This is an optimization exercise on Yosys and OpenROAD, whose aim is small area, not a production implementation.
Function was not checked in any run shown here: the RTL went through the layout flow alone.
Power and IR drop assume default switching activity.

==> flow/design.v <==
`timescale 1ns / 1ps
module i2c_regs (
	input  wire        clk,
	input  wire        rst_n,               
	input  wire        scl_i,
	output wire        scl_o,
	output wire        scl_t,
	input  wire        sda_i,
	output wire        sda_o,
	output wire        sda_t,
	input  wire        pll_lock,
	input  wire        second_pll_lock,
	input  wire        subg_delay_cflag,
	output wire        i2c_busy,
	output wire        i2c_addressed,
	output wire        i2c_bus_active,
	output reg         internal_rst,
	output reg         led_rst,
	output reg  [7:0]  ufl_p7_sel,
	output reg  [7:0]  ufl_p8_sel,
	output reg         subg_rx_invert,
	output reg         wifi_rx_invert,
	output reg         subg_sync_check_enable,
	output reg         wifi_sync_check_enable,
	output reg  [15:0] spi1_test_pattern,
	output reg  [15:0] spi2_test_pattern,
	output reg  [15:0] spi3_test_pattern,
	output reg  [15:0] spi4_test_pattern,
	output reg  [3:0]  spi_test_pattern_enable,
	output reg  [31:0] tx_lvds_test_pattern,
	output reg         tx_lvds_test_pattern_enable,
	output reg         subg_delay_loadn,
	output reg         subg_delay_move,
	output reg         subg_delay_direction
);
wire rst = !rst_n;
localparam [2:0]
    S_IDLE    = 3'd0,
    S_ADDRESS = 3'd1,
    S_ACK     = 3'd2,
    S_WRITE_1 = 3'd3,
    S_WRITE_2 = 3'd4,
    S_READ_1  = 3'd5,
    S_READ_2  = 3'd6,
    S_READ_3  = 3'd7;
reg [2:0] s_state, s_state_next;
reg [7:0] s_data, s_data_next;
reg s_data_valid, s_data_valid_next;
reg s_out_valid, s_out_valid_next;        
reg s_mode_read, s_mode_read_next;
reg [2:0] s_bit_count, s_bit_count_next;
reg s_tready, s_tready_next;              
reg [7:0] m_tdata, m_tdata_next;          
reg m_tvalid, m_tvalid_next;
reg m_tlast, m_tlast_next;
reg [3:0] scl_filter, sda_filter;
reg scl_reg, sda_reg, last_scl_reg, last_sda_reg;
reg scl_o_reg, scl_o_next, sda_o_reg, sda_o_next;
reg bus_active_reg;
reg bus_addressed_reg, bus_addressed_next;
assign scl_o = scl_o_reg;
assign scl_t = scl_o_reg;
assign sda_o = sda_o_reg;
assign sda_t = sda_o_reg;
assign i2c_bus_active = bus_active_reg;
assign i2c_addressed = bus_addressed_reg;
wire scl_posedge = scl_reg && !last_scl_reg;
wire scl_negedge = !scl_reg && last_scl_reg;
wire start_bit = !sda_reg && last_sda_reg && scl_reg;
wire stop_bit = sda_reg && !last_sda_reg && scl_reg;
wire       m_tready;      
wire       rd_valid;      
wire [7:0] rd_data;
always @* begin
    s_state_next = S_IDLE;
    s_data_next = s_data;
    s_data_valid_next = s_data_valid;
    s_out_valid_next = s_out_valid;
    s_mode_read_next = s_mode_read;
    s_bit_count_next = s_bit_count;
    s_tready_next = 1'b0;
    m_tdata_next = m_tdata;
    m_tvalid_next = m_tvalid && !m_tready;
    m_tlast_next = m_tlast;
    scl_o_next = scl_o_reg;
    sda_o_next = sda_o_reg;
    bus_addressed_next = bus_addressed_reg;
    if (start_bit || stop_bit) begin
        s_data_valid_next = 1'b0;
        s_out_valid_next = 1'b0;
        if (start_bit) s_bit_count_next = 3'd7;
        m_tlast_next = 1'b1;
        m_tvalid_next = s_out_valid;
        bus_addressed_next = 1'b0;
        s_state_next = start_bit ? S_ADDRESS : S_IDLE;
    end else begin
        case (s_state)
            S_IDLE: begin
                s_data_valid_next = 1'b0;
                s_out_valid_next = 1'b0;
                bus_addressed_next = 1'b0;
                s_state_next = S_IDLE;
            end
            S_ADDRESS: begin
                if (scl_posedge) begin
                    if (s_bit_count != 0) begin
                        s_bit_count_next = s_bit_count - 1;
                        s_data_next = {s_data[6:0], sda_reg};
                        s_state_next = S_ADDRESS;
                    end else if (s_data[6:0] == 7'h10) begin
                        s_mode_read_next = sda_reg;
                        bus_addressed_next = 1'b1;
                        s_state_next = S_ACK;
                    end else begin
                        s_state_next = S_IDLE;
                    end
                end else begin
                    s_state_next = S_ADDRESS;
                end
            end
            S_ACK: begin
                if (scl_negedge) begin
                    sda_o_next = 1'b0;
                    s_bit_count_next = 3'd7;
                    if (s_mode_read) begin
                        s_tready_next = 1'b1;
                        s_data_valid_next = 1'b0;
                        s_state_next = S_READ_1;
                    end else begin
                        s_state_next = S_WRITE_1;
                    end
                end else begin
                    s_state_next = S_ACK;
                end
            end
            S_WRITE_1: begin
                if (scl_negedge || !scl_o_reg) begin
                    sda_o_next = 1'b1;
                    if (m_tvalid && !m_tready) begin
                        scl_o_next = 1'b0;
                        s_state_next = S_WRITE_1;
                    end else begin
                        scl_o_next = 1'b1;
                        if (s_data_valid) begin
                            m_tdata_next = s_data;
                            m_tlast_next = 1'b0;
                        end
                        s_data_valid_next = 1'b0;
                        s_out_valid_next = s_data_valid;
                        s_state_next = S_WRITE_2;
                    end
                end else begin
                    s_state_next = S_WRITE_1;
                end
            end
            S_WRITE_2: begin
                if (scl_posedge) begin
                    s_data_next = {s_data[6:0], sda_reg};
                    if (s_bit_count != 0) begin
                        s_bit_count_next = s_bit_count - 1;
                        s_state_next = S_WRITE_2;
                    end else begin
                        m_tvalid_next = s_out_valid;
                        s_out_valid_next = 1'b0;
                        s_data_valid_next = 1'b1;
                        s_state_next = S_ACK;
                    end
                end else begin
                    s_state_next = S_WRITE_2;
                end
            end
            S_READ_1: begin
                if (s_tready && rd_valid) begin
                    s_data_next = rd_data;
                    s_data_valid_next = 1'b1;
                end else begin
                    s_tready_next = !s_data_valid;
                end
                if (scl_negedge || !scl_o_reg) begin
                    if (!s_data_valid) begin
                        scl_o_next = 1'b0;
                        s_state_next = S_READ_1;
                    end else begin
                        scl_o_next = 1'b1;
                        {sda_o_next, s_data_next} = {s_data, 1'b0};
                        if (s_bit_count != 0) begin
                            s_bit_count_next = s_bit_count - 1;
                            s_state_next = S_READ_1;
                        end else begin
                            s_state_next = S_READ_2;
                        end
                    end
                end else begin
                    s_state_next = S_READ_1;
                end
            end
            S_READ_2: begin
                if (scl_negedge) begin
                    sda_o_next = 1'b1;
                    s_state_next = S_READ_3;
                end else begin
                    s_state_next = S_READ_2;
                end
            end
            S_READ_3: begin
                if (scl_posedge) begin
                    if (sda_reg) begin
                        s_state_next = S_IDLE;
                    end else begin
                        s_bit_count_next = 3'd7;
                        s_tready_next = 1'b1;
                        s_data_valid_next = 1'b0;
                        s_state_next = S_READ_1;
                    end
                end else begin
                    s_state_next = S_READ_3;
                end
            end
        endcase
    end
end
always @(posedge clk) begin
    s_state <= s_state_next;
    s_data <= s_data_next;
    s_data_valid <= s_data_valid_next;
    s_out_valid <= s_out_valid_next;
    s_mode_read <= s_mode_read_next;
    s_bit_count <= s_bit_count_next;
    s_tready <= s_tready_next;
    m_tdata <= m_tdata_next;
    m_tvalid <= m_tvalid_next;
    m_tlast <= m_tlast_next;
    scl_filter <= {scl_filter[2:0], scl_i};
    sda_filter <= {sda_filter[2:0], sda_i};
    if (scl_filter == 4'b1111) scl_reg <= 1'b1;
    else if (scl_filter == 4'b0000) scl_reg <= 1'b0;
    if (sda_filter == 4'b1111) sda_reg <= 1'b1;
    else if (sda_filter == 4'b0000) sda_reg <= 1'b0;
    last_scl_reg <= scl_reg;
    last_sda_reg <= sda_reg;
    scl_o_reg <= scl_o_next;
    sda_o_reg <= sda_o_next;
    if (start_bit) bus_active_reg <= 1'b1;
    else if (stop_bit) bus_active_reg <= 1'b0;
    bus_addressed_reg <= bus_addressed_next;
    if (rst) begin
        s_state <= S_IDLE;
        s_data <= 8'd0;
        s_data_valid <= 1'b0;
        s_out_valid <= 1'b0;
        s_mode_read <= 1'b0;
        s_bit_count <= 3'd0;
        s_tready <= 1'b0;
        m_tdata <= 8'd0;
        m_tvalid <= 1'b0;
        m_tlast <= 1'b0;
        scl_filter <= 4'b1111;
        sda_filter <= 4'b1111;
        scl_reg <= 1'b1;
        sda_reg <= 1'b1;
        scl_o_reg <= 1'b1;
        sda_o_reg <= 1'b1;
        last_scl_reg <= 1'b1;
        last_sda_reg <= 1'b1;
        bus_active_reg <= 1'b0;
        bus_addressed_reg <= 1'b0;
    end
end
localparam [2:0]
    B_IDLE     = 3'd0,
    B_ADDRESS  = 3'd1,
    B_READ_1A  = 3'd2,    
    B_READ_1B  = 3'd3,    
    B_READ_2   = 3'd4,
    B_WRITE_1  = 3'd5,
    B_WRITE_2A = 3'd6,    
    B_WRITE_2B = 3'd7;    
reg [2:0] b_state, b_state_next;
reg b_count, b_count_next;                
reg b_last;
reg [15:0] b_addr, b_addr_next;
reg [7:0] b_data, b_data_next;
reg b_ready, b_ready_next;
reg b_rd_valid, b_rd_valid_next;
reg [7:0] data_mux;
assign m_tready = b_ready;
assign rd_valid = b_rd_valid;
assign rd_data = b_data;
assign i2c_busy = b_state != B_IDLE;
wire b_take = b_ready && m_tvalid;
always @* begin
    b_state_next = B_IDLE;
    b_count_next = b_count;
    b_rd_valid_next = 1'b0;
    b_ready_next = 1'b0;
    b_addr_next = b_addr;
    b_data_next = b_data;
    case (b_state)
        B_IDLE: begin
            if (m_tvalid) begin
                b_count_next = 1'b1;
                b_state_next = B_ADDRESS;
            end else if (s_tready && !b_rd_valid) begin
                b_state_next = B_READ_1A;
            end
        end
        B_ADDRESS: begin
            b_ready_next = 1'b1;
            if (b_take) begin
                if (b_count) b_addr_next[15:8] = m_tdata;
                else b_addr_next[7:0] = m_tdata;
                b_count_next = 1'b0;
                if (!b_count) b_data_next = 8'd0;
                if (m_tlast) b_state_next = B_IDLE;
                else if (!b_count) b_state_next = B_WRITE_1;
                else b_state_next = B_ADDRESS;
            end else begin
                b_state_next = B_ADDRESS;
            end
        end
        B_READ_1A: begin
            b_data_next = data_mux;
            b_state_next = B_READ_1B;
        end
        B_READ_1B: begin
            b_addr_next = b_addr + 16'd1;
            b_state_next = B_READ_2;
        end
        B_READ_2: begin
            if (m_tvalid || !bus_addressed_reg) begin
                b_state_next = B_IDLE;
            end else if (s_tready && !b_rd_valid) begin
                b_rd_valid_next = 1'b1;
                b_state_next = B_IDLE;
            end else begin
                b_state_next = B_READ_2;
            end
        end
        B_WRITE_1: begin
            b_ready_next = 1'b1;
            if (b_take) begin
                b_data_next = m_tdata;
                b_state_next = B_WRITE_2A;
            end else begin
                b_state_next = B_WRITE_1;
            end
        end
        B_WRITE_2A: begin
            b_state_next = B_WRITE_2B;
        end
        B_WRITE_2B: begin
            b_data_next = 8'd0;
            b_addr_next = b_addr + 16'd1;
            b_state_next = b_last ? B_IDLE : B_WRITE_1;
        end
    endcase
end
always @(posedge clk) begin
    b_state <= b_state_next;
    b_count <= b_count_next;
    if (b_take) b_last <= m_tlast;
    b_addr <= b_addr_next;
    b_data <= b_data_next;
    b_ready <= b_ready_next;
    b_rd_valid <= b_rd_valid_next;
    if (rst) begin
        b_state <= B_IDLE;
        b_count <= 1'b0;
        b_last <= 1'b0;
        b_addr <= 16'd0;
        b_data <= 8'd0;
        b_ready <= 1'b0;
        b_rd_valid <= 1'b0;
    end
end
reg [7:0] reg0, reg1, reg2;
wire wr = (b_state == B_WRITE_2A) || (b_state == B_WRITE_2B);
wire [7:0] wdat = b_data;
always @(posedge clk) begin
	if (rst) begin
	  reg0 <= 8'h00;
	  reg1 <= 8'h00;
	  reg2 <= 8'h00;
	  internal_rst <= 1'b0;
	  led_rst <= 1'b0;
	  ufl_p7_sel <= 8'd7;
	  ufl_p8_sel <= 8'd8;
	  subg_rx_invert <= 1'b1;
	  wifi_rx_invert <= 1'b1;
	  spi1_test_pattern <= 16'hdead;
	  spi2_test_pattern <= 16'hbeef;
	  spi3_test_pattern <= 16'ha5a5;
	  spi4_test_pattern <= 16'h5a5a;
	  spi_test_pattern_enable <= 4'd0;
	  tx_lvds_test_pattern <= { 2'b10, 14'h3ffe, 2'b01, 14'h3fff };
	  tx_lvds_test_pattern_enable <= 1'b1;
	  subg_sync_check_enable <= 1'b1;
	  wifi_sync_check_enable <= 1'b1;
	  subg_delay_loadn <= 1'b0;
	  subg_delay_move <= 1'b0;
	  subg_delay_direction <= 1'b0;
	end
	else if (wr) begin
	  case (b_addr)
		16'h0000: reg0 <= wdat;
		16'h0001: reg1 <= wdat;
		16'h0002: reg2 <= wdat;
		16'h0004: begin
			internal_rst <= wdat[0];
			led_rst <= wdat[1];
		end
		16'h0005: ufl_p7_sel <= wdat;
		16'h0006: ufl_p8_sel <= wdat;
		16'h0007: begin
			subg_rx_invert <= wdat[0];
			wifi_rx_invert <= wdat[1];
			subg_sync_check_enable <= wdat[2];
			wifi_sync_check_enable <= wdat[3];
		end
		16'h0008: spi1_test_pattern[15:8] <= wdat;
		16'h0009: spi1_test_pattern[7:0] <= wdat;
		16'h000A: spi2_test_pattern[15:8] <= wdat;
		16'h000B: spi2_test_pattern[7:0] <= wdat;
		16'h000C: spi3_test_pattern[15:8] <= wdat;
		16'h000D: spi3_test_pattern[7:0] <= wdat;
		16'h000E: spi4_test_pattern[15:8] <= wdat;
		16'h000F: spi4_test_pattern[7:0] <= wdat;
		16'h0010: spi_test_pattern_enable <= wdat[3:0];
		16'h0011: tx_lvds_test_pattern[31:24] <= wdat;
		16'h0012: tx_lvds_test_pattern[23:16] <= wdat;
		16'h0013: tx_lvds_test_pattern[15:8] <= wdat;
		16'h0014: tx_lvds_test_pattern[7:0] <= wdat;
		16'h0015: tx_lvds_test_pattern_enable <= wdat[0];
		16'h0016: begin
			subg_delay_loadn <= wdat[0];
			subg_delay_move <= wdat[1];
			subg_delay_direction <= wdat[2];
		end
		default: ;
	  endcase
	end
end
always @* begin
	case (b_addr)
	  16'h0000: data_mux = reg0;
	  16'h0001: data_mux = reg1;
	  16'h0002: data_mux = reg2;
	  16'h0003: data_mux = { 6'b0, second_pll_lock, pll_lock };
	  16'h0004: data_mux = { 6'b0, led_rst, internal_rst };
	  16'h0005: data_mux = ufl_p7_sel;
	  16'h0006: data_mux = ufl_p8_sel;
	  16'h0007: data_mux = { 4'b0, wifi_sync_check_enable, subg_sync_check_enable, wifi_rx_invert, subg_rx_invert };
	  16'h0008: data_mux = spi1_test_pattern[15:8];
	  16'h0009: data_mux = spi1_test_pattern[7:0];
	  16'h000A: data_mux = spi2_test_pattern[15:8];
	  16'h000B: data_mux = spi2_test_pattern[7:0];
	  16'h000C: data_mux = spi3_test_pattern[15:8];
	  16'h000D: data_mux = spi3_test_pattern[7:0];
	  16'h000E: data_mux = spi4_test_pattern[15:8];
	  16'h000F: data_mux = spi4_test_pattern[7:0];
	  16'h0010: data_mux = { 4'b0, spi_test_pattern_enable };
	  16'h0011: data_mux = tx_lvds_test_pattern[31:24];
	  16'h0012: data_mux = tx_lvds_test_pattern[23:16];
	  16'h0013: data_mux = tx_lvds_test_pattern[15:8];
	  16'h0014: data_mux = tx_lvds_test_pattern[7:0];
	  16'h0015: data_mux = {7'b0, tx_lvds_test_pattern_enable};
	  16'h0016: data_mux = {4'b0, subg_delay_cflag, subg_delay_direction, subg_delay_move, subg_delay_loadn};
	  default: data_mux = 8'hFF;
	endcase
end
endmodule
==> flow/run.sh <==
#!/bin/bash
# synth_recipe.tcl (not shown) runs the flow's synth.tcl, then flattens the netlist and writes it again
# the make line also repeats each setting of config.mk as NAME=value (left out here)
make -C /OpenROAD-flow-scripts/flow DESIGN_CONFIG=/design/flow/config.mk WORK_HOME=/design/flow/orfs CLKGATE_MAP_FILE= SYNTH_SCRIPT=/design/flow/synth_recipe.tcl finish
==> flow/config.mk <==
export PLATFORM = sky130hd
export DESIGN_NAME = i2c_regs
export DESIGN_NICKNAME = i2c_regs
export VERILOG_FILES = /design/flow/design.v
export SDC_FILE = /design/flow/constraint.sdc
export NUM_CORES = 4
export LEC_CHECK = 0
export CAP_MARGIN = 20
export CORE_MARGIN = 2
export CORE_UTILIZATION = 40
export SLEW_MARGIN = 20
==> flow/constraint.sdc <==
create_clock -name core_clock -period 10.0 [get_ports {clk}]
set_input_delay 2.0000 -clock core_clock [delete_from_list [all_inputs] [get_ports {clk}]]
set_output_delay 2.0000 -clock core_clock [all_outputs]
set_load 0.01 [all_outputs]
==> results of run 1 <==
[routing by layer]
metal	track usage	vias to the layer above	routed length [µm]
met5	0	-	0
met4	0.07729	0	1040
met3	0.05317	82	3843
met2	0.4122	611	17580
met1	0.3967	5241	17760
li1	-	5120	-
[Yosys cell counts, types with 12 or more instances]
master    count
nor3_1       17
and2_1       16
nor2b_1      13
o211ai_1     13
a21oi_1      99
dfxtp_1     225
a31oi_1      20
mux2i_1      58
a211oi_1     14
or3_1        16
clkbuf_1     94
o21ai_0      58
nand2_1     263
buf_2        12
a22oi_1      33
nor2_1       91
nand2b_1     22
nand3_1     120
[area by class of cell]
cell class                      instances  area, µm²
Clock inverter                          8      71.32
Clock buffer                           35      713.2
Fill cell                            2586      13700
Timing Repair Buffer                  159       1539
Sequential cell                       225       4506
Multi-Input combinational cell       1026       5948
Inverter                               11      42.54
Tap cell                              341      426.7
[power groups by stage]
stage	Clock (µW)	Sequential, µW	Combinational (µW)
global placement	0	918	20.5
detailed placement	0	918	20.8
finish	905	898	21.1
floorplan	0	918	13.4
global route	949	898	22.6
CTS	912	898	20.8
[cell families after synthesis]
logic type / share of synthesized area
and+or+nand+nor: 0.2791
AOI/OAI and AO/OA: 0.1979
DFF: 0.4114
buffers and inverters: 0.04765
muxes: 0.05405
adders and majority gates: 0.009142
xor gates and xnor gates: 0.0008001
[metrics by stage]
step	power, µW	instance area, µm²	util	hold slack, ps	setup slack [ps]
after detailed placement	938.7	12460	0.4624	428.2	6083
after global placement	938.3	12460	0.4623	427.9	6107
final	1824	13250	0.4915	453.6	6065
after CTS	1831	13250	0.4915	452.2	6056
after floorplan	931.0	10950	-	411.7	6932
after global routing	1869	13250	0.4915	471.5	5989
[how the worst min path moves through the flow]
| stage | depth (start not counted) | to |
|---|---|---|
| detailed placement | 1 | sda_filter[2] |
| floorplan | 1 | scl_filter[2] |
| global route | 2 | reg1[2] |
| global placement | 1 | sda_filter[2] |
| CTS | 2 | reg1[0] |
| finish | 2 | reg1[5] |
[worst reg2reg max path, cell delays in order (launching register included)]
cell and delay [ps]:
dfxtp_1 350, or4_1 860, or3_1 780, nor2_4 670, nand3_1 440, nand2_1 170
nand3_1 90
==> out/qor.csv, run 1 <==
stage,metric,value,unit
floorplan,initial_utilization,0.4063,
sta,drv_slew,0,
layout,largest_register_ffs,32,
setup_path,end_kind,output port,
setup_path,cp_max_fo,20,
clock_tree,hold_buffers,0,
clock_tree,clock-root-buffer,clkbuf_16,
placement,numPortBuffers,139,
sta,finalSetupViolCount,0,
routing,drtIter0Drc,1425,
floorplan,dieArea,28710,µm²
clock_tree,clock_latency,550,ps
layout,top_register,tx_lvds_test_pattern,
sta,period_minus_slack,3935,ps
layout,final_common_cell,nand2_1,
sta,fin_crit_sh,0.3935,
placement,gp_congestion,0.9102,
sta,clock.fmax,254.1,MHz
setup_path,arrival,1930,ps
grt,grt_max_degree,88,
floorplan,coreArea,26950,µm²
grt,grt_pass1_vias,10110,
synth,ys_async_sr_fraction,0,
power_and_ir_drop,leakage,0.004722,µW
clock_tree,cts-resized-gates,0,
clock_tree,clk_pin_slew,70,ps
synth,ys_top_cells_by_area,"dfxtp_1 41%, nand2_1 9.0%, nand3_1 5.5%, mux2i_1 5.3%, a21oi_1 4.5%",
setup_path,reg2reg_slack,6500,ps
power_and_ir_drop,power.density,137.7,nW/µm²
synth,synth.top_cell.area_share,0.4114,
sta,worst_pin_slew,1177,ps
synth,synthesis.nets,1396,
placement,dp_cells,1762,
layout,drive_gt1_frac,0.05738,
clock_tree,h-tree-depth,1,
clock_tree,clk_path_buf_depth,3,
power_and_ir_drop,p_int,1422,µW
setup_path,crit_slowest_cell,dfxtp_1,
floorplan,rows,60,
power_and_ir_drop,switchingPower,402.6,µW
routing,final_antenna_net_count,0,
setup_path,endpoint,i2c_busy,
setup_path,reg2regPathDepth,6,
synth,avgSynthCellArea,7.928,µm²
sta,maxSlewHeadroom,0.2142,
run,max-cap-violations,0,
synth,ys_ff_latch,225,
layout,fin_cells,1805,
setup_path,critPathKind,reg2out,
layout,antenna_cells,0,
clock_tree,clock_sinks,225,
sta,finalHoldViolCount,0,
floorplan,top_level_ports,140,
power_and_ir_drop,p_comb_frac,0.012,
synth,yosysWarnings,1,
layout,syn2layout_area_growth,20.98,%
layout,layout.nets,1463,
synth,syn_area,10950,µm²
setup_path,critPathLaunch,b_state[1],
power_and_ir_drop,ir_worst_vdd,90.08,µV
power_and_ir_drop,p_clk_frac,0.496,
grt,overflow,0,
grt,antenna_found_initial,1,
setup_path,crit_family,flip-flops,
grt,track_usage,0.2734,
synth,synth_cells,1381,
outcome,outcome,timing/DRC/antenna clean,
worst_hold_path,min_from,reg1[5],
setup_path,path_cells,or3_1 -> clkdlybuf4s50_1,
synth,yosysSeqAreaShare,0.4114,
clock_tree,cts_inserted_buffers,25,
clock_tree,postCtsSetupBuffers,0,
synth,synth_ff_type,dfxtp_1,
floorplan,die_h,169.5,µm
routing,num_vias,11050,
setup_path,start_kind,flop,
synth,synth_edf_count,0,
floorplan,die_w,169.5,µm
routing,drtPass1Iterations,8,
setup_path,critPathBufInv,1,
grt,grt_pass1_wl,61310,µm
sta,rsz0062_at_grt,no,
setup_path,r2r-end,spi3_test_pattern[7],
setup_path,path_depth,2,
placement,hpwl,27010,µm
clock_tree,cts_tree,yes,
layout,layout_common_cells,"263 x nand2_1, 224 x dfxtp_1, 138 x clkdlybuf4s50_1, 120 x nand3_1, 99 x a21oi_1",
setup_path,critPathRequiredTime,8000,ps
power_and_ir_drop,sw_frac_of_total,0.2207,
power_and_ir_drop,seqPwrFrac,0.492,
routing,routed_wl,40220,µm
sta,skew,33.30,ps
setup_path,r2r_start,b_addr[12],
routing,wl_per_cell,22.28,µm
sta,setup_tns,0,ps
routing,vias_per_cell,6.124,
routing,drc,0,
worst_hold_path,hold_path.class,reg2reg,
synth,yosys.area.top_type,dfxtp_1,
synth,ys_types,76,
setup_path,critPathMaxStageDelay,680,ps
==> run 2, diff against run 1 <==
==> flow/flow/run.sh (new file) <==
#!/bin/bash
# Standard ORFS layout (standard synthesis unchanged), with smaller port
# buffers and a clock tree without dummy loads. Each tool's output is kept
# in a log file in the work folder.
set -euo pipefail
bash standard.sh \
  "BUFFER_PORTS_ARGS=-buffer_cell sky130_fd_sc_hd__buf_1" \
  "CTS_ARGS=-sink_clustering_enable -repair_clock_nets -buf_list sky130_fd_sc_hd__clkbuf_8 -dont_use_dummy_load" \
  finish > flow_make.log 2>&1
cp -r orfs/logs/. logs_orfs 2>/dev/null || true
==> flow/standard.sh (new file) <==
#!/bin/bash
# synth_recipe.tcl (not shown) runs the flow's synth.tcl, then flattens the netlist and writes it again
# the make line also repeats each setting of config.mk as NAME=value (left out here)
make -C /OpenROAD-flow-scripts/flow DESIGN_CONFIG=/design/flow/config.mk WORK_HOME=/design/flow/orfs CLKGATE_MAP_FILE= SYNTH_SCRIPT=/design/flow/synth_recipe.tcl "${@:-finish}"
removed: flow/run.sh
==> out/qor.csv, run 2 <==
stage,metric,value,unit
layout,final_common_cell,nand2_1,
power_and_ir_drop,seqPwrFrac,0.556,
power_and_ir_drop,p_clk_frac,0.432,
routing,drtIter0Drc,1350,
power_and_ir_drop,switchingPower,364.2,µW
setup_path,crit_slowest_cell,clkinv_2,
floorplan,initial_utilization,0.4063,
synth,synth_edf_count,0,
clock_tree,clk_path_buf_depth,3,
synth,synth_common_cells,"263 x nand2_1, 225 x dfxtp_1, 120 x nand3_1",
synth,ys_ff_latch,225,
clock_tree,cts-resized-gates,0,
layout,top_register,tx_lvds_test_pattern,
routing,routed_wl,39060,µm
floorplan,top_level_ports,140,
clock_tree,clock-root-buffer,clkbuf_8,
run,max-cap-violations,0,
sta,clock.fmax,247.9,MHz
setup_path,critPathMaxStageDelay,840,ps
synth,yosysWarnings,1,
worst_hold_path,hold_path.class,reg2reg,
layout,multiInputGateArea,5948,µm²
setup_path,cp_max_fo,61,
clock_tree,postCtsSetupBuffers,0,
grt,grt_pass1_wl,60020,µm
floorplan,die_h,169.5,µm
synth,syn_area,10950,µm²
placement,numPortBuffers,139,
power_and_ir_drop,p_comb_frac,0.012,
clock_tree,cts_tree,yes,
synth,synthesis.nets,1396,
synth,avgSynthCellArea,7.928,µm²
sta,whs,438.7,ps
power_and_ir_drop,power.density,133.1,nW/µm²
sta,setup_tns,0,ps
sta,finalHoldViolCount,0,
clock_tree,clk_pin_slew,60,ps
worst_hold_path,worstHoldEndpoint,sda_filter[2],
floorplan,coreArea,26950,µm²
clock_tree,clock_sinks,225,
floorplan,die_w,169.5,µm
synth,yosysSeqAreaShare,0.4114,
clock_tree,h-tree-depth,2,
setup_path,critPathKind,in2reg,
layout,syn2layout_area_growth,11.03,%
setup_path,end_kind,flop,
setup_path,r2r-end,ufl_p7_sel[7],
routing,drc,0,
grt,track_usage,0.2671,
setup_path,r2r_start,b_addr[12],
synth,ys_async_sr_fraction,0,
grt,antenna_found_initial,0,
sta,period_minus_slack,4033,ps
setup_path,critPathBufInv,3,
layout,drive_gt1_frac,0.05951,
grt,grt_pass1_vias,10190,
placement,gp_congestion,0.9225,
sta,drv_slew,0,
sta,maxSlewHeadroom,0.2359,
layout,layout.nets,1479,
layout,fin_util,0.4511,
routing,vias_per_cell,6.127,
clock_tree,hold_buffers,0,
layout,layout_common_cells,"263 x nand2_1, 224 x dfxtp_1, 138 x buf_1, 120 x nand3_1, 99 x a21oi_1",
power_and_ir_drop,total_power,1618,µW
clock_tree,clock_latency,540,ps
setup_path,reg2reg_slack,6510,ps
floorplan,rows,60,
sta,rsz0062_at_grt,no,
clock_tree,cts_inserted_buffers,40,
power_and_ir_drop,ir_worst_vdd,81.09,µV
synth,ys_top_cells_by_area,"dfxtp_1 41%, nand2_1 9.0%, nand3_1 5.5%, mux2i_1 5.3%, a21oi_1 4.5%",
setup_path,arrival,4470,ps
placement,hpwl,26230,µm
routing,num_vias,11050,
setup_path,crit_family,buffers and inverters,
synth,ys_types,76,
layout,antenna_cells,0,
power_and_ir_drop,p_int,1254,µW
grt,grt_max_degree,65,
sta,skew,48.10,ps
routing,final_antenna_net_count,0,
power_and_ir_drop,sw_frac_of_total,0.2251,
synth,yosysMostFrequentCell,nand2_1,
layout,regArea,4506,µm²
grt,overflow,0,
synth,synth.top_cell.area_share,0.4114,
setup_path,start_kind,input port,
worst_hold_path,hold_depth,1,
setup_path,reg2regPathDepth,7,
sta,worst_pin_slew,1145,ps
synth,synth_ff_type,dfxtp_1,
synth,yosys.area.top_type,dfxtp_1,
layout,largest_register_ffs,32,
setup_path,path_cells,clkbuf_4 -> clkinv_2 -> buf_4 -> a311o_1 -> a21oi_1,
floorplan,dieArea,28710,µm²
setup_path,critPathRequiredTime,10440,ps
outcome,outcome,timing/DRC/antenna clean,
worst_hold_path,min_from,sda_filter[1],
power_and_ir_drop,leakage,0.004233,µW
synth,synth_cells,1381,
layout,fill_cells,2721,
sta,fin_crit_sh,0.4033,
routing,wl_per_cell,21.66,µm
routing,drtPass1Iterations,6,
sta,finalSetupViolCount,0,
-- run 2: changes by cell type in the layout (fill, tap and decap cells not counted), sizes merged --
cell           before  now
inv                10    9
clkbuf             35   41
clkinvlp            1    0
bufinv              1    0
clkinv              7    2
buf                21  159
clkdlybuf4s50     138    0
-- run 2: cell families after synthesis --
logic type,synth area share
multiplexers,0.05405
XOR/XNOR,0.0008001
flip-flops,0.4114
AND/OR/NAND/NOR,0.2791
AO/OA/AOI/OAI,0.1979
adder cells (fa/ha/maj),0.009142
buffers and inverters,0.04765
-- run 2: worst max path at each step --
stage	start	to	slack (ps)	depth (start not counted)
final	rst_n	b_state[2]	5970	5
after global routing	rst_n	b_state[2]	5880	5
after CTS	rst_n	b_state[2]	6040	5
after detailed placement	rst_n	b_state[2]	5490	5
after global placement	rst_n	b_state[2]	5500	5
after floorplan	b_state[1]	i2c_busy	6930	3
-- run 2: layout make-up --
type | instances | area share
multi-input cells | 1026 | 0.4893
flip-flops and latches | 225 | 0.3706
repair buffers | 160 | 0.05620
clock buffers | 40 | 0.04529
well taps | 341 | 0.03510
inverters | 11 | 0.003499
-- run 2: power groups by stage --
stage          Sequential [µW]  Clock, µW  Combinational, µW
3_3_place_gp               918          0               19.2
2_1_floorplan              918          0               13.4
5_1_grt                    898        747               20.9
3_5_place_dp               918          0               19.4
4_1_cts                    899        711               19.3
6_report                   899        700               19.3
-- run 2: per-stage QoR --
step / instance area, µm² / instances / setup WS, ps
floorplan: 10950 / 1381 / 6932
global route: 12160 / 1803 / 5881
CTS: 12160 / 1803 / 6039
finish: 12160 / 1803 / 5967
detailed placement: 11600 / 1763 / 5490
global placement: 11600 / 1763 / 5503
-- run 2: routing by layer --
layer / vias to the layer above / routed length, µm / global-route usage
li1: 5110 / - / -
met1: 5255 / 17000 / 0.3783
met2: 584 / 16810 / 0.3959
met5: - / 0 / 0
met3: 98 / 3929 / 0.06367
met4: 0 / 1323 / 0.09513
==> run 3, diff against run 2 <==
--- a/flow/design.v
+++ b/flow/design.v
@@ -373,6 +373,14 @@
         b_rd_valid <= 1'b0;
     end
 end
+wire hi_zero = b_addr[15:5] == 11'd0;
+wire [22:0] dec;
+genvar gi;
+generate
+	for (gi = 0; gi < 23; gi = gi + 1) begin : g_dec
+		assign dec[gi] = hi_zero && b_addr[4:0] == gi;
+	end
+endgenerate
 reg [7:0] reg0, reg1, reg2;
 wire wr = (b_state == B_WRITE_2A) || (b_state == B_WRITE_2B);
 wire [7:0] wdat = b_data;
@@ -401,71 +409,54 @@
 	  subg_delay_direction <= 1'b0;
 	end
 	else if (wr) begin
-	  case (b_addr)
-		16'h0000: reg0 <= wdat;
-		16'h0001: reg1 <= wdat;
-		16'h0002: reg2 <= wdat;
-		16'h0004: begin
-			internal_rst <= wdat[0];
-			led_rst <= wdat[1];
-		end
-		16'h0005: ufl_p7_sel <= wdat;
-		16'h0006: ufl_p8_sel <= wdat;
-		16'h0007: begin
-			subg_rx_invert <= wdat[0];
-			wifi_rx_invert <= wdat[1];
-			subg_sync_check_enable <= wdat[2];
-			wifi_sync_check_enable <= wdat[3];
-		end
-		16'h0008: spi1_test_pattern[15:8] <= wdat;
-		16'h0009: spi1_test_pattern[7:0] <= wdat;
-		16'h000A: spi2_test_pattern[15:8] <= wdat;
-		16'h000B: spi2_test_pattern[7:0] <= wdat;
-		16'h000C: spi3_test_pattern[15:8] <= wdat;
-		16'h000D: spi3_test_pattern[7:0] <= wdat;
-		16'h000E: spi4_test_pattern[15:8] <= wdat;
-		16'h000F: spi4_test_pattern[7:0] <= wdat;
-		16'h0010: spi_test_pattern_enable <= wdat[3:0];
-		16'h0011: tx_lvds_test_pattern[31:24] <= wdat;
-		16'h0012: tx_lvds_test_pattern[23:16] <= wdat;
-		16'h0013: tx_lvds_test_pattern[15:8] <= wdat;
-		16'h0014: tx_lvds_test_pattern[7:0] <= wdat;
-		16'h0015: tx_lvds_test_pattern_enable <= wdat[0];
-		16'h0016: begin
-			subg_delay_loadn <= wdat[0];
-			subg_delay_move <= wdat[1];
-			subg_delay_direction <= wdat[2];
-		end
-		default: ;
-	  endcase
+		if (dec[0]) reg0 <= wdat;
+		if (dec[1]) reg1 <= wdat;
+		if (dec[2]) reg2 <= wdat;
+		if (dec[4]) {led_rst, internal_rst} <= wdat[1:0];
+		if (dec[5]) ufl_p7_sel <= wdat;
+		if (dec[6]) ufl_p8_sel <= wdat;
+		if (dec[7]) {wifi_sync_check_enable, subg_sync_check_enable, wifi_rx_invert, subg_rx_invert} <= wdat[3:0];
+		if (dec[8]) spi1_test_pattern[15:8] <= wdat;
+		if (dec[9]) spi1_test_pattern[7:0] <= wdat;
+		if (dec[10]) spi2_test_pattern[15:8] <= wdat;
+		if (dec[11]) spi2_test_pattern[7:0] <= wdat;
+		if (dec[12]) spi3_test_pattern[15:8] <= wdat;
+		if (dec[13]) spi3_test_pattern[7:0] <= wdat;
+		if (dec[14]) spi4_test_pattern[15:8] <= wdat;
+		if (dec[15]) spi4_test_pattern[7:0] <= wdat;
+		if (dec[16]) spi_test_pattern_enable <= wdat[3:0];
+		if (dec[17]) tx_lvds_test_pattern[31:24] <= wdat;
+		if (dec[18]) tx_lvds_test_pattern[23:16] <= wdat;
+		if (dec[19]) tx_lvds_test_pattern[15:8] <= wdat;
+		if (dec[20]) tx_lvds_test_pattern[7:0] <= wdat;
+		if (dec[21]) tx_lvds_test_pattern_enable <= wdat[0];
+		if (dec[22]) {subg_delay_direction, subg_delay_move, subg_delay_loadn} <= wdat[2:0];
 	end
 end
 always @* begin
-	case (b_addr)
-	  16'h0000: data_mux = reg0;
-	  16'h0001: data_mux = reg1;
-	  16'h0002: data_mux = reg2;
-	  16'h0003: data_mux = { 6'b0, second_pll_lock, pll_lock };
-	  16'h0004: data_mux = { 6'b0, led_rst, internal_rst };
-	  16'h0005: data_mux = ufl_p7_sel;
-	  16'h0006: data_mux = ufl_p8_sel;
-	  16'h0007: data_mux = { 4'b0, wifi_sync_check_enable, subg_sync_check_enable, wifi_rx_invert, subg_rx_invert };
-	  16'h0008: data_mux = spi1_test_pattern[15:8];
-	  16'h0009: data_mux = spi1_test_pattern[7:0];
-	  16'h000A: data_mux = spi2_test_pattern[15:8];
-	  16'h000B: data_mux = spi2_test_pattern[7:0];
-	  16'h000C: data_mux = spi3_test_pattern[15:8];
-	  16'h000D: data_mux = spi3_test_pattern[7:0];
-	  16'h000E: data_mux = spi4_test_pattern[15:8];
-	  16'h000F: data_mux = spi4_test_pattern[7:0];
-	  16'h0010: data_mux = { 4'b0, spi_test_pattern_enable };
-	  16'h0011: data_mux = tx_lvds_test_pattern[31:24];
-	  16'h0012: data_mux = tx_lvds_test_pattern[23:16];
-	  16'h0013: data_mux = tx_lvds_test_pattern[15:8];
-	  16'h0014: data_mux = tx_lvds_test_pattern[7:0];
-	  16'h0015: data_mux = {7'b0, tx_lvds_test_pattern_enable};
-	  16'h0016: data_mux = {4'b0, subg_delay_cflag, subg_delay_direction, subg_delay_move, subg_delay_loadn};
-	  default: data_mux = 8'hFF;
-	endcase
+	data_mux = ({8{dec[0]}} & reg0)
+	         | ({8{dec[1]}} & reg1)
+	         | ({8{dec[2]}} & reg2)
+	         | ({8{dec[3]}} & { 6'b0, second_pll_lock, pll_lock })
+	         | ({8{dec[4]}} & { 6'b0, led_rst, internal_rst })
+	         | ({8{dec[5]}} & ufl_p7_sel)
+	         | ({8{dec[6]}} & ufl_p8_sel)
+	         | ({8{dec[7]}} & { 4'b0, wifi_sync_check_enable, subg_sync_check_enable, wifi_rx_invert, subg_rx_invert })
+	         | ({8{dec[8]}} & spi1_test_pattern[15:8])
+	         | ({8{dec[9]}} & spi1_test_pattern[7:0])
+	         | ({8{dec[10]}} & spi2_test_pattern[15:8])
+	         | ({8{dec[11]}} & spi2_test_pattern[7:0])
+	         | ({8{dec[12]}} & spi3_test_pattern[15:8])
+	         | ({8{dec[13]}} & spi3_test_pattern[7:0])
+	         | ({8{dec[14]}} & spi4_test_pattern[15:8])
+	         | ({8{dec[15]}} & spi4_test_pattern[7:0])
+	         | ({8{dec[16]}} & { 4'b0, spi_test_pattern_enable })
+	         | ({8{dec[17]}} & tx_lvds_test_pattern[31:24])
+	         | ({8{dec[18]}} & tx_lvds_test_pattern[23:16])
+	         | ({8{dec[19]}} & tx_lvds_test_pattern[15:8])
+	         | ({8{dec[20]}} & tx_lvds_test_pattern[7:0])
+	         | ({8{dec[21]}} & {7'b0, tx_lvds_test_pattern_enable})
+	         | ({8{dec[22]}} & {4'b0, subg_delay_cflag, subg_delay_direction, subg_delay_move, subg_delay_loadn})
+	         | {8{~|dec}};
 end
 endmodule
==> flow/flow/run.sh (replaced) <==
#!/bin/bash
# Own layout flow: the standard synthesis, unchanged; then the
# combinational logic between the registers is re-mapped for area with ABC
# (registers, their names and cell types are kept; the new netlist is
# proven combinationally equivalent to the standard one with Yosys before it
# is used); then the standard ORFS layout with small port buffers and a
# clock tree with larger sink clusters and no dummy loads.
# Each tool's full output goes to a log file of its own in this folder.
set -euo pipefail
WORK=$(pwd)
FLOWDIR=$WORK/flow
YOSYS=$(command -v yosys || echo /OpenROAD-flow-scripts/tools/install/yosys/bin/yosys)
LIB=$FLOW_HOME/platforms/sky130hd/lib/sky130_fd_sc_hd__tt_025C_1v80.lib
RES=$WORK/orfs/results/$FLOW_PLATFORM/i2c_regs/base
source $FLOWDIR/knobs.sh

# 1. standard synthesis
bash standard.sh synth > log_1_synth.log 2>&1

# 2. area re-mapping of the combinational logic
cp $RES/1_2_yosys.v $WORK/std_synth.v
sed -e "s#@LIB@#$LIB#g" -e "s#@IN@#$WORK/std_synth.v#g" -e "s#@OUT@#$WORK/remap.v#g" \
    -e "s#@ABC@#$FLOWDIR/remap.abc#g" $FLOWDIR/remap.ys > $WORK/remap_run.ys
sed -e "s#@LIB@#$LIB#g" -e "s#@A@#$WORK/std_synth.v#g" -e "s#@B@#$WORK/remap.v#g" \
    $FLOWDIR/cec.ys > $WORK/cec_run.ys
if timeout 2400 $YOSYS -s $WORK/remap_run.ys > log_2_remap.log 2>&1 \
   && timeout 1200 $YOSYS -s $WORK/cec_run.ys > log_3_cec.log 2>&1; then
  echo "remapped netlist proven equivalent; using it" > remap_status.txt
  cp $WORK/remap.v $RES/1_2_yosys.v
  rm -f $RES/1_synth.odb
else
  echo "remap failed or not proven; keeping the standard netlist" > remap_status.txt
fi

# 3. layout
bash standard.sh "${KNOBS[@]}" finish > log_4_layout.log 2>&1
==> flow/flow/cec.ys (new file) <==
# Combinational equivalence of the re-mapped netlist with the standard one,
# with the flip-flops (same names in both) as cut points.
read_liberty -ignore_miss_func @LIB@
read_verilog @A@
rename i2c_regs gold
read_verilog @B@
rename i2c_regs gate
hierarchy -check
flatten -noscopeinfo
opt_clean
rename -hide w:_*
equiv_make gold gate equiv
hierarchy -top equiv
equiv_simple
equiv_status -assert
==> flow/flow/knobs.sh (new file) <==
KNOBS=(
  "BUFFER_PORTS_ARGS=-buffer_cell sky130_fd_sc_hd__buf_1"
  "CTS_ARGS=-sink_clustering_enable -repair_clock_nets -buf_list sky130_fd_sc_hd__clkbuf_16 -dont_use_dummy_load -sink_clustering_size 24 -sink_clustering_max_diameter 70"
)
==> flow/flow/remap.abc (new file) <==
strash
&get -n
&deepsyn -T 120
&put
&get -n
&dch -f
&nf -p -R 1000
&put
topo
==> flow/flow/remap.ys (new file) <==
# Re-map the combinational cells of the standard synthesis for area.
# Flip-flop cells are black boxes, so they keep their instance names and types.
read_liberty -ignore_miss_func @LIB@
read_verilog @IN@
hierarchy -top i2c_regs
blackbox sky130_fd_sc_hd__dfxtp_1 sky130_fd_sc_hd__dfxtp_2 sky130_fd_sc_hd__dfxtp_4 sky130_fd_sc_hd__edfxtp_1 sky130_fd_sc_hd__dfrtp_1 sky130_fd_sc_hd__dfstp_1 sky130_fd_sc_hd__dfxbp_1 sky130_fd_sc_hd__sdfxtp_1
flatten -noscopeinfo
opt_clean
abc -liberty @LIB@ -dont_use sky130_fd_sc_hd__probe_p_8 -dont_use sky130_fd_sc_hd__probec_p_8 -dont_use *lpflow* -script @ABC@ -D 10000
splitnets
opt_clean -purge
hilomap -singleton -hicell sky130_fd_sc_hd__conb_1 HI -locell sky130_fd_sc_hd__conb_1 LO
insbuf -buf sky130_fd_sc_hd__buf_4 A X
check -assert
tee -o remap_stat.txt stat -liberty @LIB@
write_verilog -noattr -nohex -nodec @OUT@
==> out/qor.csv, run 3 <==
stage,metric,value,unit
sta,drv_slew,0,
setup_path,crit_family,buffers and inverters,
floorplan,coreArea,26800,µm²
layout,layout_common_cells,"234 x nand2_1, 223 x dfxtp_1, 138 x buf_1, 117 x nand3_1, 96 x nor2_1",
synth,syn_area,10890,µm²
power_and_ir_drop,power.density,126.0,nW/µm²
grt,track_usage,0.2561,
clock_tree,clock-root-buffer,clkbuf_16,
sta,finalSetupViolCount,0,
grt,met3_usage,0.03367,
sta,worst_pin_slew,1155,ps
synth,ys_ff_latch,225,
routing,drc,0,
synth,synth_common_cells,"234 x nand2_1, 225 x dfxtp_1, 117 x nand3_1",
floorplan,rows,60,
layout,final_area,11860,µm²
layout,top_register,tx_lvds_test_pattern,
run,max-cap-violations,0,
synth,ys_async_sr_fraction,0,
grt,use_met2,0.4132,
sta,setup_tns,0,ps
layout,antenna_cells,0,
layout,syn2layout_area_growth,8.931,%
floorplan,top_level_ports,140,
setup_path,path_cells,clkbuf_4 -> clkinv_2 -> buf_4 -> or3_1 -> nor4b_1,
placement,gp_congestion,0.9275,
floorplan,die_h,169.0,µm
clock_tree,hold_buffers,0,
synth,yosysMostFrequentCell,nand2_1,
power_and_ir_drop,total_power,1494,µW
outcome,outcome,timing/DRC/antenna clean,
setup_path,end_kind,flop,
clock_tree,cts_inserted_buffers,15,
clock_tree,postCtsSetupBuffers,0,
synth,yosys.area.top_type,dfxtp_1,
power_and_ir_drop,leakage,0.004173,µW
routing,final_antenna_net_count,0,
routing,vias_per_cell,6.052,
layout,fin_util,0.4424,
clock_tree,cts_tree,yes,
clock_tree,clock_sinks,225,
setup_path,critPathRequiredTime,10390,ps
sta,fin_crit_sh,0.3742,
synth,synth.top_cell.area_share,0.4138,
synth,avgSynthCellArea,8.172,µm²
synth,synthesis.nets,1346,
setup_path,critPathMaxStageDelay,570,ps
layout,drive_gt1_frac,0.04896,
clock_tree,h-tree-depth,1,
placement,placed_area,11480,µm²
clock_tree,cts-resized-gates,0,
setup_path,critPathLaunch,rst_n,
worst_hold_path,hold_path.class,reg2reg,
setup_path,critPathBufInv,3,
routing,drtPass1Iterations,5,
layout,largest_register_ffs,32,
synth,synth_cells,1332,
setup_path,reg2reg_slack,6500,ps
setup_path,crit_slowest_cell,buf_4,
setup_path,arrival,4130,ps
setup_path,r2r_start,b_addr[14],
sta,skew,66.33,ps
setup_path,critPathKind,in2reg,
grt,grt_util_met1,0.3512,
floorplan,initial_utilization,0.4062,
synth,ys_types,80,
clock_tree,clock_latency,510,ps
routing,drtIter0Drc,946,
clock_tree,clk_path_buf_depth,3,
layout,multiInputGateArea,5846,µm²
layout,fill_cells,2707,
layout,layout.nets,1405,
grt,grt_max_degree,101,
layout,regArea,4507,µm²
floorplan,die_w,169.0,µm
sta,rsz0062_at_grt,no,
synth,synth_ff_type,dfxtp_1,
routing,wl_per_cell,21.75,µm
grt,grt_pass1_wl,57740,µm
placement,numPortBuffers,139,
sta,period_minus_slack,3742,ps
routing,num_vias,10470,
setup_path,start_kind,input port,
setup_path,cp_max_fo,66,
sta,maxSlewHeadroom,0.2292,
synth,ys_top_cells_by_area,"dfxtp_1 41%, nand2_1 8.1%, mux2i_1 6.6%, nand3_1 5.4%, a21oi_1 4.0%",
grt,antenna_found_initial,0,
routing,routed_wl,37630,µm
sta,finalHoldViolCount,0,
synth,synth_edf_count,0,
clock_tree,clk_pin_slew,80,ps
grt,grt_pass1_vias,9594,
placement,hpwl,25540,µm
worst_hold_path,min_from,scl_filter[1],
synth,yosysWarnings,1,
grt,busiest_layer,met2,
layout,final_common_cell,nand2_1,
sta,clock.fmax,267.3,MHz
power_and_ir_drop,ir_worst_vdd,120.0,µV
synth,yosysSeqAreaShare,0.4138,
grt,overflow,0,
floorplan,dieArea,28550,µm²
==> run 3: layer usage <==
layer | wire [µm] | vias up | share of wire
li1 | - | 4877 | -
met1 | 16380 | 5046 | 0.44
met2 | 17190 | 476 | 0.46
met3 | 2688 | 71 | 0.071
met4 | 1367 | 0 | 0.036
met5 | 0 | - | 0
==> run 3: worst register-to-register path, cell delays in order, from the launching register on <==
cell and delay [ps]:
dfxtp_1 330, or4_1 870, or3_1 840, nor2_8 670, nand2_1 420, nand2_1 160, nand3_1 80
==> run 3: stage by stage <==
| stage | worst slack [ps] | instances | hold WS [ps] |
|---|---|---|---|
| 2_1_floorplan | 6775 | 1332 | 411.7 |
| 3_3_place_gp | 5784 | 1715 | 426.5 |
| 3_5_place_dp | 5756 | 1715 | 429.0 |
| 4_1_cts | 6256 | 1730 | 449.2 |
| 5_1_grt | 6095 | 1730 | 476.6 |
| 6_report | 6258 | 1730 | 450.4 |
==> run 3: kinds of logic after synthesis <==
kind of cell | share of synthesized area
mux | 0.06828
fa+ha+maj | 0.008046
xor+xnor | 0.003218
flops | 0.4138
buf+inv | 0.05149
compound gates | 0.1891
simple gates | 0.2661
==> run 3: final cells by class <==
type / instances / area share
inverters: 15 / 0.004854
multi-input cells: 979 / 0.4930
flip-flops and latches: 225 / 0.3801
clock buffers: 15 / 0.03166
well taps: 341 / 0.03598
repair buffers: 155 / 0.05445
==> run 3: path summary, 6_finish.rpt <==
path                                         endpoint  cells past startpoint
worst max-delay path                       b_rd_valid                      5
worst min-delay path                    scl_filter[2]                      1
worst min register to register          scl_filter[2]                      1
worst max register to register  spi2_test_pattern[13]                      6
==> run 3: where the power goes <==
part	internal, µW	switching [µW]
clock network	269	310
registers	896	0.620
logic	2.86	16.1
total	1170	326
==> run 4, diff against run 3 <==
==> flow/flow/knobs.sh (replaced) <==
KNOBS=(
  "BUFFER_PORTS_ARGS=-buffer_cell sky130_fd_sc_hd__buf_1"
  "CTS_ARGS=-sink_clustering_enable -repair_clock_nets -buf_list sky130_fd_sc_hd__clkbuf_8 -dont_use_dummy_load -sink_clustering_size 16 -sink_clustering_max_diameter 60"
)
==> out/qor.csv, run 4 <==
stage,metric,value,unit
floorplan,rows,60,
routing,wl_per_cell,21.79,µm
worst_hold_path,hold_path.class,reg2reg,
grt,antenna_found_initial,0,
floorplan,die_w,169.0,µm
setup_path,end_kind,output port,
grt,grt_util_met1,0.3482,
layout,fin_cells,1734,
floorplan,top_level_ports,140,
power_and_ir_drop,leakage,0.004125,µW
grt,grt_pass1_vias,9602,
layout,fin_util,0.4382,
sta,period_minus_slack,3772,ps
clock_tree,clock_sinks,225,
routing,vias_per_cell,6.031,
layout,top_register,tx_lvds_test_pattern,
clock_tree,cts_tree,yes,
sta,skew,35.22,ps
layout,fill_cells,2711,
clock_tree,clock-root-buffer,clkbuf_8,
clock_tree,cts_inserted_buffers,19,
synth,ys_async_sr_fraction,0,
sta,drv_slew,0,
sta,rsz0062_at_grt,no,
synth,ys_top_cells_by_area,"dfxtp_1 41%, nand2_1 8.1%, mux2i_1 6.6%, nand3_1 5.4%, a21oi_1 4.0%",
grt,use_met2,0.4097,
synth,synth.top_cell.area_share,0.4138,
synth,syn_area,10890,µm²
placement,dp_cells,1715,
synth,synth_cells,1332,
floorplan,initial_utilization,0.4062,
clock_tree,clk_path_buf_depth,3,
sta,fin_crit_sh,0.3772,
layout,antenna_cells,0,
layout,layout_common_cells,"234 x nand2_1, 223 x dfxtp_1, 138 x buf_1, 117 x nand3_1, 96 x nor2_1",
floorplan,coreArea,26800,µm²
grt,grt_max_degree,101,
synth,synth_ff_type,dfxtp_1,
layout,final_common_cell,nand2_1,
setup_path,start_kind,flop,
clock_tree,h-tree-depth,1,
layout,largest_register_ffs,32,
clock_tree,postCtsSetupBuffers,0,
sta,setup_slack,6228,ps
placement,hpwl,25540,µm
routing,routed_wl,37790,µm
synth,yosysMostFrequentCell,nand2_1,
synth,ys_types,80,
sta,finalSetupViolCount,0,
synth,yosys.area.top_type,dfxtp_1,
power_and_ir_drop,p_clk_frac,0.342,
placement,gp_congestion,0.9275,
sta,finalHoldViolCount,0,
layout,syn2layout_area_growth,7.885,%
power_and_ir_drop,seqPwrFrac,0.644,
setup_path,cp_max_fo,16,
synth,yosysSeqAreaShare,0.4138,
sta,worst_pin_slew,1148,ps
layout,layout.nets,1409,
placement,placed_area,11480,µm²
sta,clock.fmax,265.1,MHz
synth,synthesis.nets,1346,
setup_path,arrival,1770,ps
grt,track_usage,0.2566,
run,max-cap-violations,0,
power_and_ir_drop,switchingPower,321.4,µW
power_and_ir_drop,p_int,1071,µW
layout,final_area,11740,µm²
power_and_ir_drop,ir_worst_vdd,120.6,µV
synth,yosysWarnings,1,
sta,setup_tns,0,ps
synth,synth_common_cells,"234 x nand2_1, 225 x dfxtp_1, 117 x nand3_1",
power_and_ir_drop,sw_frac_of_total,0.2309,
grt,grt_pass1_wl,57730,µm
synth,ys_ff_latch,225,
clock_tree,clock_latency,540,ps
power_and_ir_drop,p_comb_frac,0.014,
routing,num_vias,10460,
placement,dp_slack,5756,ps
clock_tree,cts-resized-gates,0,
routing,drtPass1Iterations,8,
grt,met3_usage,0.04022,
routing,drc,0,
routing,final_antenna_net_count,0,
grt,busiest_layer,met2,
outcome,outcome,timing/DRC/antenna clean,
floorplan,die_h,169.0,µm
clock_tree,clk_pin_slew,100,ps
setup_path,critPathKind,reg2out,
placement,numPortBuffers,139,
routing,drtIter0Drc,926,
grt,overflow,0,
synth,avgSynthCellArea,8.172,µm²
sta,maxSlewHeadroom,0.2337,
power_and_ir_drop,power.density,118.5,nW/µm²
layout,drive_gt1_frac,0.05169,
setup_path,critPathRequiredTime,8000,ps
clock_tree,hold_buffers,0,
floorplan,dieArea,28550,µm²
synth,synth_edf_count,0,
## run 4: cell counts after synthesis
No cell type changed its count.
## run 4: cell families (layout without fill, tap and decap cells)
group | after synthesis | after routing | share of synthesized area
compound gates | 307 | 307 | 0.1891
xor+xnor | 4 | 4 | 0.003218
fa+ha+maj | 7 | 7 | 0.008046
buf+inv | 128 | 189 | 0.05149
flops | 225 | 225 | 0.4138
mux | 74 | 74 | 0.06828
simple gates | 587 | 587 | 0.2661
## run 4: stage by stage
stage | hold WS [ps] | total power (µW)
floorplan | 411.7 | 930.8
global placement | 426.5 | 936.6
detailed placement | 429.0 | 936.8
CTS | 448.0 | 1399
global route | 480.5 | 1434
finish | 443.4 | 1392
## run 4: area by class of cell
type	instances	area [µm²]	share of cell area
well taps	341	426.7	0.03633
repair buffers	155	645.6	0.05498
inverters	15	57.56	0.004901
multi-input cells	979	5846	0.4978
flip-flops and latches	225	4507	0.3838
clock buffers	19	261.5	0.02227
## run 4: path summary, 6_finish.rpt
| check | startpoint | to | slack (ps) | cells after the start |
|---|---|---|---|---|
| worst max-delay path | b_state[1] | i2c_busy | 6230 | 3 |
| worst min-delay path | scl_filter[1] | scl_filter[2] | 440 | 1 |
| worst max register to register | b_addr[14] | spi2_test_pattern[10] | 6500 | 6 |
| worst min register to register | scl_filter[1] | scl_filter[2] | 440 | 1 |
## run 4: worst max-delay path, cell delays in order (launching register included)
cell and delay [ps]:
dfxtp_1 650, inv_1 210, nand2_1 160, buf_1 210
## run 4: routing by layer
layer	wire length [µm]	share of wire
met5	0	0
met4	1479	0.039
met3	2874	0.076
met2	17150	0.45
met1	16280	0.43
## run 4: power groups by stage
stage	clock, µW	sequential [µW]	combinational [µW]
floorplan	0	918	13.2
global placement	0	918	18.8
detailed placement	0	918	19.0
CTS	483	897	19.0
global route	516	897	20.3
finish	476	897	19.1
==> run 5, diff against run 4 <==
--- a/flow/flow/remap.ys
+++ b/flow/flow/remap.ys
@@ -5,7 +5,12 @@
 hierarchy -top i2c_regs
 blackbox sky130_fd_sc_hd__dfxtp_1 sky130_fd_sc_hd__dfxtp_2 sky130_fd_sc_hd__dfxtp_4 sky130_fd_sc_hd__edfxtp_1 sky130_fd_sc_hd__dfrtp_1 sky130_fd_sc_hd__dfstp_1 sky130_fd_sc_hd__dfxbp_1 sky130_fd_sc_hd__sdfxtp_1
 flatten -noscopeinfo
-opt_clean
+rename -hide w:*.*
+opt_clean -purge
+# library cells back to black boxes with port directions for the mapped netlist
+delete =sky130_fd_sc_hd__*
+read_liberty -lib -ignore_miss_func @LIB@
+hierarchy -top i2c_regs
 abc -liberty @LIB@ -dont_use sky130_fd_sc_hd__probe_p_8 -dont_use sky130_fd_sc_hd__probec_p_8 -dont_use *lpflow* -script @ABC@ -D 10000
 splitnets
 opt_clean -purge
==> out/qor.csv, run 5 <==
stage,metric,value,unit
outcome,outcome,timing/DRC/antenna clean,
clock_tree,h-tree-depth,1,
floorplan,die_h,151.3,µm
clock_tree,clk_path_buf_depth,3,
power_and_ir_drop,ir_worst_vdd,91.39,µV
routing,final_antenna_net_count,0,
sta,finalSetupViolCount,0,
grt,track_usage,0.2812,
setup_path,start_kind,input port,
layout,largest_register_ffs,32,
layout,layout_common_cells,"225 x dfxtp_1, 160 x nor2_1, 147 x nand2_1, 138 x buf_1, 104 x a21oi_1",
clock_tree,cts_tree,yes,
grt,grt_pass1_vias,7926,
layout,fin_util,0.4658,
floorplan,rows,53,
placement,numPortBuffers,139,
layout,syn2layout_area_growth,13.52,%
sta,rsz0062_at_grt,no,
power_and_ir_drop,p_comb_frac,0.024,
power_and_ir_drop,p_clk_frac,0.326,
sta,maxSlewHeadroom,0.2051,
power_and_ir_drop,power.density,140.1,nW/µm²
grt,grt_pass1_wl,48610,µm
routing,drtPass1Iterations,7,
setup_path,cp_max_fo,60,
clock_tree,hold_buffers,0,
clock_tree,clock_sinks,225,
placement,gp_congestion,0.9426,
clock_tree,cts_inserted_buffers,18,
worst_hold_path,min_from,reg1[6],
power_and_ir_drop,sw_frac_of_total,0.2290,
setup_path,end_kind,flop,
layout,final_common_cell,dfxtp_1,
routing,routed_wl,32710,µm
grt,antenna_found_initial,0,
sta,clock.fmax,185.3,MHz
routing,wl_per_cell,22.33,µm
sta,worst_pin_slew,1188,ps
floorplan,die_w,151.3,µm
grt,overflow,0,
clock_tree,clock_latency,520,ps
setup_path,critPathKind,in2reg,
synth,avgSynthCellArea,8.443,µm²
synth,synth_cells,1028,
run,max-cap-violations,0,
sta,setup_tns,0,ps
setup_path,arrival,5800,ps
synth,syn_area,8680,µm²
clock_tree,postCtsSetupBuffers,0,
clock_tree,clk_pin_slew,90,ps
floorplan,coreArea,21150,µm²
power_and_ir_drop,seqPwrFrac,0.650,
power_and_ir_drop,switchingPower,316.2,µW
layout,antenna_cells,0,
sta,skew,28.75,ps
routing,drtIter0Drc,1076,
layout,drive_gt1_frac,0.02353,
power_and_ir_drop,p_int,1064,µW
synth,synthesis.nets,1035,
setup_path,critPathRequiredTime,10400,ps
sta,period_minus_slack,5397,ps
routing,drc,0,
sta,finalHoldViolCount,0,
setup_path,critPathLaunch,rst_n,
clock_tree,cts-resized-gates,0,
sta,drv_slew,0,
worst_hold_path,hold_path.class,reg2reg,
grt,grt_max_degree,61,
placement,hpwl,23470,µm
clock_tree,clock-root-buffer,clkbuf_8,
synth,yosysWarnings,1,
power_and_ir_drop,leakage,0.003297,µW
routing,vias_per_cell,6.054,
routing,num_vias,8869,
setup_path,r2r_start,b_addr[0],
sta,fin_crit_sh,0.5397,
layout,layout.nets,1199,
floorplan,dieArea,22890,µm²
floorplan,initial_utilization,0.4103,
layout,top_register,tx_lvds_test_pattern,
floorplan,top_level_ports,140,
run 5: worst paths after layout:
| check | endpoint | slack, ps | cells after the start |
|---|---|---|---|
| worst max-delay path | s_data[3] | 4600 | 9 |
| worst min-delay path | reg1[6] | 460 | 2 |
| worst max register to register | b_addr[15] | 6590 | 11 |
| worst min register to register | reg1[6] | 460 | 2 |
run 5: cell type report:
cell class | instances | area, µm²
clock buffers | 18 | 247.7
well taps | 275 | 344.1
multi-input cells | 780 | 4103
repair buffers | 146 | 575.6
inverters | 21 | 78.83
fillers | 2186 | 11300
flip-flops and latches | 225 | 4504
run 5: power groups by stage:
stage                     sequential [µW]  clock [µW]  combinational [µW]
after global placement                918           0                32.3
after floorplan                       918           0                15.6
after global routing                  897         494                35.2
final                                 897         450                33.5
after detailed placement              918           0                32.4
after CTS                             897         458                32.6
run 5: per-stage QoR:
stage               hold WS, ps  worst slack [ps]  area, µm²  total power [µW]  instances
finish                    463.4              4603       9853              1380       1465
global route              484.4              4297       9853              1427       1465
CTS                       464.5              4787       9838              1387       1465
detailed placement        441.4              4228       9590             950.2       1447
global placement          435.8              4336       9590             950.1       1447
floorplan                 419.9              5908       8680             933.2       1028
run 5: worst max-delay path, cell delays in order:
cell      delay, ps
clkbuf_2         70
buf_4           540
clkinv_1       1050
nor2_1          490
nand2_1         110
nor3_1          680
nor3_1          300
a222oi_1        400
clkinv_1        100
run 5: per-layer routing:
metal / share of wire / up-vias / global-route usage
met5: 0 / - / 0
met4: 0.025 / 0 / 0.07664
met3: 0.095 / 62 / 0.04367
met2: 0.44 / 500 / 0.4287
met1: 0.44 / 4220 / 0.4126
li1: - / 4087 / -

[what the ideal ports hide]
The results above use ideal ports. As a check the final layouts listed here were re-extracted and re-timed, cells and wires unchanged. Step 1 assumes that a clkbuf_16 drives the clock port and a buf_2 every other input. Step 2 also shifts input and output timing later by t, the mid clock arrival at the registers, as if the neighbouring blocks saw the same clock. a / b / c = ideal ports / drivers / drivers and shift; a / b = the first two.
run	shift t [ns]	setup slack, ns	worst setup path at the end	latest minus earliest clock arrival (ns)	worst register clock-pin slew, ns
run 1	0.586	6.065 / 6.013 / 6.047	input to register	0.035 / 0.034	0.07 / 0.07
run 2	0.559	5.967 / 5.988 / 5.429	input to register	0.052 / 0.052	0.06 / 0.06
run 3	0.527	6.258 / 6.216 / 5.759	input to register	0.066 / 0.066	0.11 / 0.11
run 4	0.574	6.228 / 6.182 / 5.715	input to register	0.036 / 0.035	0.11 / 0.11
run 5	0.551	4.603 / 4.626 / 4.075	input to register	0.029 / 0.029	0.11 / 0.11
After both steps setup and hold are still met in every run listed. The setup slack of run 2, which loses most, moves by +0.021 ns with the drivers and by -0.538 ns with both steps.
